This design comes from an exercise in tuning for small area, a short achievable clock period and few clock cycles per item on the open sky130 flow, not from production work.
At most, simulation tests tie the RTL to the original design; equivalence was not proved.
Power is estimated from default activity; no workload was simulated.

==> run F: inputs <==
==> flow/design.v <==
`timescale 10ns / 100ps
module divider_row #
(
    parameter   integer K = 1
)(
    input   [K-1:0] x,
    input   [K-1:0] bl,
    input           hz,
    output          q,
    output  [K-1:0] d,
    output  [K-1:0] r
);
    localparam integer L = 7;                    
    wire    [K-1:0] gi = x & ~bl;                
    wire    [K-1:0] ti = x | ~bl;                
    wire    [K-1:0] gg [0:L];
    wire    [K-1:0] pp [0:L];
    assign gg[0] = {gi[K-1:1], 1'b1};
    assign pp[0] = {ti[(K > 1 ? K-2 : 0):0], 1'b0};
    genvar l, j;
    generate for (l = 0; l < L; l = l + 1) begin : lvl
        for (j = 0; j < K; j = j + 1) begin : bt
            localparam integer s  = (l < 4) ? l : 6 - l;
            localparam integer ok = (l < 4) ? ((j + 1) % (2 << s) == 0)
                                            : ((j + 1) % (2 << s) == (1 << s) && j >= (2 << s));
            if (ok) begin : comb
                localparam integer m = j - (1 << s);
                assign gg[l+1][j] = gg[l][j] | (pp[l][j] & gg[l][m]);
                assign pp[l+1][j] = pp[l][j] & pp[l][m];
            end else begin : pass
                assign gg[l+1][j] = gg[l][j];
                assign pp[l+1][j] = pp[l][j];
            end
        end
    end
    endgenerate
    wire    [K:0]   c  = {ti & gg[L], 1'b1};
    wire    [K-1:0] u  = ~(bl ^ c[K-1:0]);
    assign q = hz & c[K];
    assign d = x ^ u;
    assign r = x ^ ({K{q}} & u);
endmodule
module divider #
(
    parameter   [16:0] REGMASK  = (17'b1_1111_1110_1010_1000),
    parameter   [16:0] SPECMASK = (17'b0_0000_0010_1010_0000)
)(
    input           i_rstn          ,
    input           i_sclk          ,
    input           i_input_valid   ,
    input   [15:0]  i_dividend      ,
    input   [15:0]  i_divisor       ,
    output          o_output_valid  ,
    output  [15:0]  o_quotient      ,
    output  [15:0]  o_remainder
);
    wire    [15:0]  w_rem [0:16];
    wire    [15:0]  w_aq  [0:16];    
    wire    [15:0]  w_dvs [0:16];
    wire    [16:0]  w_vld;
    wire    [15:0]  s_rem [0:16];
    wire    [15:0]  s_aq  [0:16];
    wire    [15:0]  s_dvs [0:16];
    wire    [16:0]  s_vld;
    wire    [15:0]  w_x   [0:16];    
    wire    [15:0]  w_d   [0:16];    
    assign w_rem[0] = 16'd0;
    assign w_aq[0]  = i_dividend;
    assign w_dvs[0] = i_divisor;
    assign w_vld[0] = i_input_valid;
    assign w_x[0]   = 16'd0;
    assign w_d[0]   = 16'd0;
    genvar k;
    generate for (k = 0; k <= 16; k = k + 1) begin : stage
        if (k >= 1) begin : row
            wire            a  = s_aq[k-1][15];
            wire    [k-1:0] x  = (k == 1) ? a : {s_rem[k-1][k-2 >= 0 ? k-2 : 0:0], a};
            wire    [k-1:0] bl = s_dvs[k-1][k-1:0];
            wire            hz = (k == 16) ? 1'b1 : ~|(s_dvs[k-1] >> k);
            wire            q;
            wire    [k-1:0] d;
            wire    [k-1:0] r;
            if (SPECMASK[k] && k >= 2) begin : spec
                wire            qp = s_aq[k-1][0];
                wire    [k-2:0] xp = w_x[k-1][k-2:0];
                wire    [k-2:0] dp = w_d[k-1][k-2:0];
                wire            q0, q1;
                wire    [k-1:0] d0, d1, r0, r1;
                divider_row #(.K(k)) u0 (.x({xp, a}), .bl(bl), .hz(hz), .q(q0), .d(d0), .r(r0));
                divider_row #(.K(k)) u1 (.x({dp, a}), .bl(bl), .hz(hz), .q(q1), .d(d1), .r(r1));
                assign q = qp ? q1 : q0;
                assign d = qp ? d1 : d0;
                assign r = qp ? r1 : r0;
            end else begin : plain
                divider_row #(.K(k)) u (.x(x), .bl(bl), .hz(hz), .q(q), .d(d), .r(r));
            end
            assign w_x[k]   = {{(16-k){1'b0}}, x};
            assign w_d[k]   = {{(16-k){1'b0}}, d};
            assign w_rem[k] = {{(16-k){1'b0}}, r};
            assign w_aq[k]  = {s_aq[k-1][14:0], q};
            assign w_dvs[k] = s_dvs[k-1];
            assign w_vld[k] = s_vld[k-1];
        end
        if (REGMASK[k]) begin : pipe
            reg         r_vld;
            reg [15:0]  r_aq;
            always @(posedge i_sclk or negedge i_rstn)
                if (!i_rstn) r_vld <= 1'b0;
                else         r_vld <= w_vld[k];
            always @(posedge i_sclk)
                r_aq <= w_aq[k];
            assign s_vld[k] = r_vld;
            assign s_aq[k]  = r_aq;
            if (k >= 1) begin : rem
                reg [k-1:0] r_rem;
                always @(posedge i_sclk)
                    r_rem <= w_rem[k][k-1:0];
                assign s_rem[k] = {{(16-k){1'b0}}, r_rem};
            end else begin : norem
                assign s_rem[k] = 16'd0;
            end
            if (k < 16) begin : dvs
                reg [15:0] r_dvs;
                always @(posedge i_sclk)
                    r_dvs <= w_dvs[k];
                assign s_dvs[k] = r_dvs;
            end else begin : nodvs
                assign s_dvs[k] = 16'd0;
            end
        end else begin : thru
            assign s_vld[k] = w_vld[k];
            assign s_aq[k]  = w_aq[k];
            assign s_rem[k] = w_rem[k];
            assign s_dvs[k] = w_dvs[k];
        end
    end
    endgenerate
    assign o_output_valid = s_vld[16];
    assign o_quotient     = s_aq[16];
    assign o_remainder    = s_rem[16];
endmodule
==> flow/flow/run.sh <==
#!/bin/bash
# Standard synthesis, unchanged; then the standard layout with port buffers
# that the resizer may resize (no footprint matching).
set -e
bash standard.sh synth > synth.log 2>&1
bash standard.sh MATCH_CELL_FOOTPRINT=0 "BUFFER_PORTS_ARGS=-buffer_cell sky130_fd_sc_hd__buf_4" finish > layout.log 2>&1
==> flow/standard.sh <==
#!/bin/bash
# synth_recipe.tcl (not shown) runs the flow's synth.tcl, then flattens the netlist and writes it again
# the make line also repeats each setting of config.mk as NAME=value (left out here)
make -C /OpenROAD-flow-scripts/flow DESIGN_CONFIG=/design/flow/config.mk WORK_HOME=/design/flow/orfs CLKGATE_MAP_FILE= SYNTH_SCRIPT=/design/flow/synth_recipe.tcl "${@:-finish}"
==> flow/config.mk <==
export PLATFORM = sky130hd
export DESIGN_NAME = divider
export DESIGN_NICKNAME = divider
export VERILOG_FILES = /design/flow/design.v
export SDC_FILE = /design/flow/constraint.sdc
export NUM_CORES = 4
export LEC_CHECK = 0
export ABC_AREA = 1
export CAP_MARGIN = 20
export CORE_MARGIN = 2
export CORE_UTILIZATION = 45
export CTS_CLUSTER_DIAMETER = 80
export CTS_CLUSTER_SIZE = 30
export PLACE_DENSITY = 0.6
export SETUP_SLACK_MARGIN = 3.3
export SLEW_MARGIN = 20
==> flow/constraint.sdc <==
create_clock -name core_clock -period 5.5 [get_ports {i_sclk}]
set_input_delay 1.1000 -clock core_clock [delete_from_list [all_inputs] [get_ports {i_sclk}]]
set_output_delay 1.1000 -clock core_clock [all_outputs]
set_load 0.01 [all_outputs]
==> inputs of run Z, as changes to run F <==
==> flow/design.v (replaced) <==
`timescale 10ns / 100ps
module divider #
(
    parameter   [16:0] REGMASK = (17'b1_1111_1111_1111_1110)
)(
    input           i_rstn          ,
    input           i_sclk          ,
    input           i_input_valid   ,
    input   [15:0]  i_dividend      ,
    input   [15:0]  i_divisor       ,
    output          o_output_valid  ,
    output  [15:0]  o_quotient      ,
    output  [15:0]  o_remainder
);
    wire    [15:0]  w_rem [0:16];
    wire    [15:0]  w_aq  [0:16];    
    wire    [15:0]  w_dvs [0:16];
    wire    [16:0]  w_vld;
    wire    [15:0]  s_rem [0:16];
    wire    [15:0]  s_aq  [0:16];
    wire    [15:0]  s_dvs [0:16];
    wire    [16:0]  s_vld;
    assign w_rem[0] = 16'd0;
    assign w_aq[0]  = i_dividend;
    assign w_dvs[0] = i_divisor;
    assign w_vld[0] = i_input_valid;
    genvar k;
    generate for (k = 0; k <= 16; k = k + 1) begin : stage
        if (k >= 1) begin : row
            wire    [k-1:0] x  = (k == 1) ? s_aq[k-1][15] : {s_rem[k-1][k-2 >= 0 ? k-2 : 0:0], s_aq[k-1][15]};
            wire    [k-1:0] bl = s_dvs[k-1][k-1:0];
            wire    [k:0]   d  = {1'b0, x} - {1'b0, bl};
            wire            hz = (k == 16) ? 1'b1 : ~|(s_dvs[k-1] >> k);
            wire            q  = hz & ~d[k];
            wire    [k-1:0] r  = q ? d[k-1:0] : x;
            assign w_rem[k] = {{(16-k){1'b0}}, r};
            assign w_aq[k]  = {s_aq[k-1][14:0], q};
            assign w_dvs[k] = s_dvs[k-1];
            assign w_vld[k] = s_vld[k-1];
        end
        if (REGMASK[k]) begin : pipe
            reg         r_vld;
            reg [15:0]  r_aq;
            always @(posedge i_sclk or negedge i_rstn)
                if (!i_rstn) r_vld <= 1'b0;
                else         r_vld <= w_vld[k];
            always @(posedge i_sclk)
                r_aq <= w_aq[k];
            assign s_vld[k] = r_vld;
            assign s_aq[k]  = r_aq;
            if (k >= 1) begin : rem
                reg [k-1:0] r_rem;
                always @(posedge i_sclk)
                    r_rem <= w_rem[k][k-1:0];
                assign s_rem[k] = {{(16-k){1'b0}}, r_rem};
            end else begin : norem
                assign s_rem[k] = 16'd0;
            end
            if (k < 16) begin : dvs
                reg [15:0] r_dvs;
                always @(posedge i_sclk)
                    r_dvs <= w_dvs[k];
                assign s_dvs[k] = r_dvs;
            end else begin : nodvs
                assign s_dvs[k] = 16'd0;
            end
        end else begin : thru
            assign s_vld[k] = w_vld[k];
            assign s_aq[k]  = w_aq[k];
            assign s_rem[k] = w_rem[k];
            assign s_dvs[k] = w_dvs[k];
        end
    end
    endgenerate
    assign o_output_valid = s_vld[16];
    assign o_quotient     = s_aq[16];
    assign o_remainder    = s_rem[16];
endmodule
==> flow/run.sh (new file) <==
#!/bin/bash
# synth_recipe.tcl (not shown) runs the flow's synth.tcl, then flattens the netlist and writes it again
# the make line also repeats each setting of config.mk as NAME=value (left out here)
make -C /OpenROAD-flow-scripts/flow DESIGN_CONFIG=/design/flow/config.mk WORK_HOME=/design/flow/orfs CLKGATE_MAP_FILE= SYNTH_SCRIPT=/design/flow/synth_recipe.tcl finish
==> flow/config.mk (replaced) <==
export PLATFORM = sky130hd
export DESIGN_NAME = divider
export DESIGN_NICKNAME = divider
export VERILOG_FILES = /design/flow/design.v
export SDC_FILE = /design/flow/constraint.sdc
export NUM_CORES = 4
export LEC_CHECK = 0
export ABC_CLOCK_PERIOD_IN_PS = 2600
export CAP_MARGIN = 20
export CORE_MARGIN = 2
export CORE_UTILIZATION = 45
export PLACE_DENSITY = 0.6
export SETUP_SLACK_MARGIN = 2.9
export SLEW_MARGIN = 20
removed: flow/flow/run.sh
removed: flow/standard.sh
==> inputs of run B, as changes to run F <==
==> flow/design.v (replaced) <==
`timescale 10ns / 100ps
module divider #
(
    parameter   [16:0] REGMASK = (17'b1_1111_1111_1010_1000)
)(
    input           i_rstn          ,
    input           i_sclk          ,
    input           i_input_valid   ,
    input   [15:0]  i_dividend      ,
    input   [15:0]  i_divisor       ,
    output          o_output_valid  ,
    output  [15:0]  o_quotient      ,
    output  [15:0]  o_remainder
);
    wire    [15:0]  w_rem [0:16];
    wire    [15:0]  w_aq  [0:16];    
    wire    [15:0]  w_dvs [0:16];
    wire    [16:0]  w_vld;
    wire    [15:0]  s_rem [0:16];
    wire    [15:0]  s_aq  [0:16];
    wire    [15:0]  s_dvs [0:16];
    wire    [16:0]  s_vld;
    assign w_rem[0] = 16'd0;
    assign w_aq[0]  = i_dividend;
    assign w_dvs[0] = i_divisor;
    assign w_vld[0] = i_input_valid;
    genvar k;
    generate for (k = 0; k <= 16; k = k + 1) begin : stage
        if (k >= 1) begin : row
            wire    [k-1:0] x  = (k == 1) ? s_aq[k-1][15] : {s_rem[k-1][k-2 >= 0 ? k-2 : 0:0], s_aq[k-1][15]};
            wire    [k-1:0] bl = s_dvs[k-1][k-1:0];
            localparam integer L = 7;                  
            wire    [k-1:0] gi = x & ~bl;            
            wire    [k-1:0] ti = x | ~bl;            
            wire    [k-1:0] gg [0:L];
            wire    [k-1:0] pp [0:L];
            assign gg[0] = {gi[k-1:1], 1'b1};
            assign pp[0] = {ti[(k > 1 ? k-2 : 0):0], 1'b0};
            genvar l, j;
            for (l = 0; l < L; l = l + 1) begin : lvl
                for (j = 0; j < k; j = j + 1) begin : bt
                    localparam integer s  = (l < 4) ? l : 6 - l;
                    localparam integer ok = (l < 4) ? ((j + 1) % (2 << s) == 0)
                                                    : ((j + 1) % (2 << s) == (1 << s) && j >= (2 << s));
                    if (ok) begin : comb
                        localparam integer m = j - (1 << s);
                        assign gg[l+1][j] = gg[l][j] | (pp[l][j] & gg[l][m]);
                        assign pp[l+1][j] = pp[l][j] & pp[l][m];
                    end else begin : pass
                        assign gg[l+1][j] = gg[l][j];
                        assign pp[l+1][j] = pp[l][j];
                    end
                end
            end
            wire    [k:0]   c  = {ti & gg[L], 1'b1};
            wire            hz = (k == 16) ? 1'b1 : ~|(s_dvs[k-1] >> k);
            wire            q  = hz & c[k];
            wire    [k-1:0] r  = x ^ ({k{q}} & ~(bl ^ c[k-1:0]));
            assign w_rem[k] = {{(16-k){1'b0}}, r};
            assign w_aq[k]  = {s_aq[k-1][14:0], q};
            assign w_dvs[k] = s_dvs[k-1];
            assign w_vld[k] = s_vld[k-1];
        end
        if (REGMASK[k]) begin : pipe
            reg         r_vld;
            reg [15:0]  r_aq;
            always @(posedge i_sclk or negedge i_rstn)
                if (!i_rstn) r_vld <= 1'b0;
                else         r_vld <= w_vld[k];
            always @(posedge i_sclk)
                r_aq <= w_aq[k];
            assign s_vld[k] = r_vld;
            assign s_aq[k]  = r_aq;
            if (k >= 1) begin : rem
                reg [k-1:0] r_rem;
                always @(posedge i_sclk)
                    r_rem <= w_rem[k][k-1:0];
                assign s_rem[k] = {{(16-k){1'b0}}, r_rem};
            end else begin : norem
                assign s_rem[k] = 16'd0;
            end
            if (k < 16) begin : dvs
                reg [15:0] r_dvs;
                always @(posedge i_sclk)
                    r_dvs <= w_dvs[k];
                assign s_dvs[k] = r_dvs;
            end else begin : nodvs
                assign s_dvs[k] = 16'd0;
            end
        end else begin : thru
            assign s_vld[k] = w_vld[k];
            assign s_aq[k]  = w_aq[k];
            assign s_rem[k] = w_rem[k];
            assign s_dvs[k] = w_dvs[k];
        end
    end
    endgenerate
    assign o_output_valid = s_vld[16];
    assign o_quotient     = s_aq[16];
    assign o_remainder    = s_rem[16];
endmodule
==> comparison table <==
Sequential share of power: run B 56.8%; run F 53.7%; run Z 45.3%
Combinational share of power: run B 13.8%; run F 15.7%; run Z 13.8%
Synth Cell Area: run B 16660 um2; run F 17140 um2; run Z 20870 um2
Worst R2R End: run B stage[15].pipe.rem.r_rem[11]; run F stage[9].pipe.rem.r_rem[2]; run Z stage[16].pipe.rem.r_rem[4]
Number of inverters outside the clock class in the layout: run B 283; run F 311; run Z 190
Worst flop-to-flop path startpoint: run B stage[14].pipe.dvs.r_dvs[0]; run F stage[7].pipe.r_aq[15]; run Z stage[15].pipe.r_aq[15]
Status: run B finished clean; run F finished clean; run Z finished clean
Total wire length after detailed routing: run B 27360 um; run F 31660 um; run Z 35830 um
Clock buffers created by TritonCTS: run B 24; run F 25; run Z 66
Path depth of the worst reg2reg path: run B 19; run F 17; run Z 10
Worst EP arrival: run B 2.71 ns; run F 3.14 ns; run Z 3.11 ns
Leakage component of the power: run B 0.009273 uW; run F 0.009469 uW; run Z 0.01129 uW
Fraction of layout cells with a size suffix above 1: run B 19.80%; run F 15.83%; run Z 13.29%
Routed metal-1 wirelength: run B 10670 um; run F 15020 um; run Z 15130 um
Mean area per synthesized cell: run B 9.198 um2; run F 8.489 um2; run Z 11.51 um2
Crit-path max cell delay: run B 0.34 ns; run F 0.53 ns; run Z 0.45 ns
GRT Total Usage: run B 13.48%; run F 15.86%; run Z 15.26%
Non-clock buffer count: run B 124; run F 101; run Z 103
Worst hold-check slack: run B 0.3189 ns; run F 0.3200 ns; run Z 0.3135 ns
Testbench counts of run Z, summed over its fixed seeds: cycles 16,128, items 16,000.
Only the layout flow was run in run F and run B; the RTL was not checked for function there.

static timing again, ports no longer ideal:
How much do the figures lean on ideal ports? The routed layouts below were timed once more, with nothing changed but the port constraints.
Step 1 assumes that a clkbuf_16 drives the clock port and a buf_2 every other input.
Step 2 moves the port delays by t, midway between the first and last clock arrival at a register: inputs arrive t later, outputs are due t later. That takes back most of the time a late clock gives input paths.
Slacks: ideal / step 1 / step 2; pairs: ideal / step 1.
run | t (ns) | slack for setup (ns) | worst hold slack (ns) | worst setup path at the end | pins driven straight from the clock port
run F | 0.607 | 2.829 / 2.829 / 2.829 | 0.320 / 0.320 / 0.320 | register to register | 1
run Z | 0.653 | 2.878 / 2.878 / 2.878 | 0.313 / 0.313 / 0.313 | register to register | 1
run B | 0.597 | 3.240 / 3.240 / 2.669 | 0.319 / 0.319 / 0.319 | input to register | 1
After both steps every run listed still meets setup and hold. The setup slack of run B, which loses most, moves by 0.000 ns with the drivers and by -0.571 ns with both steps.
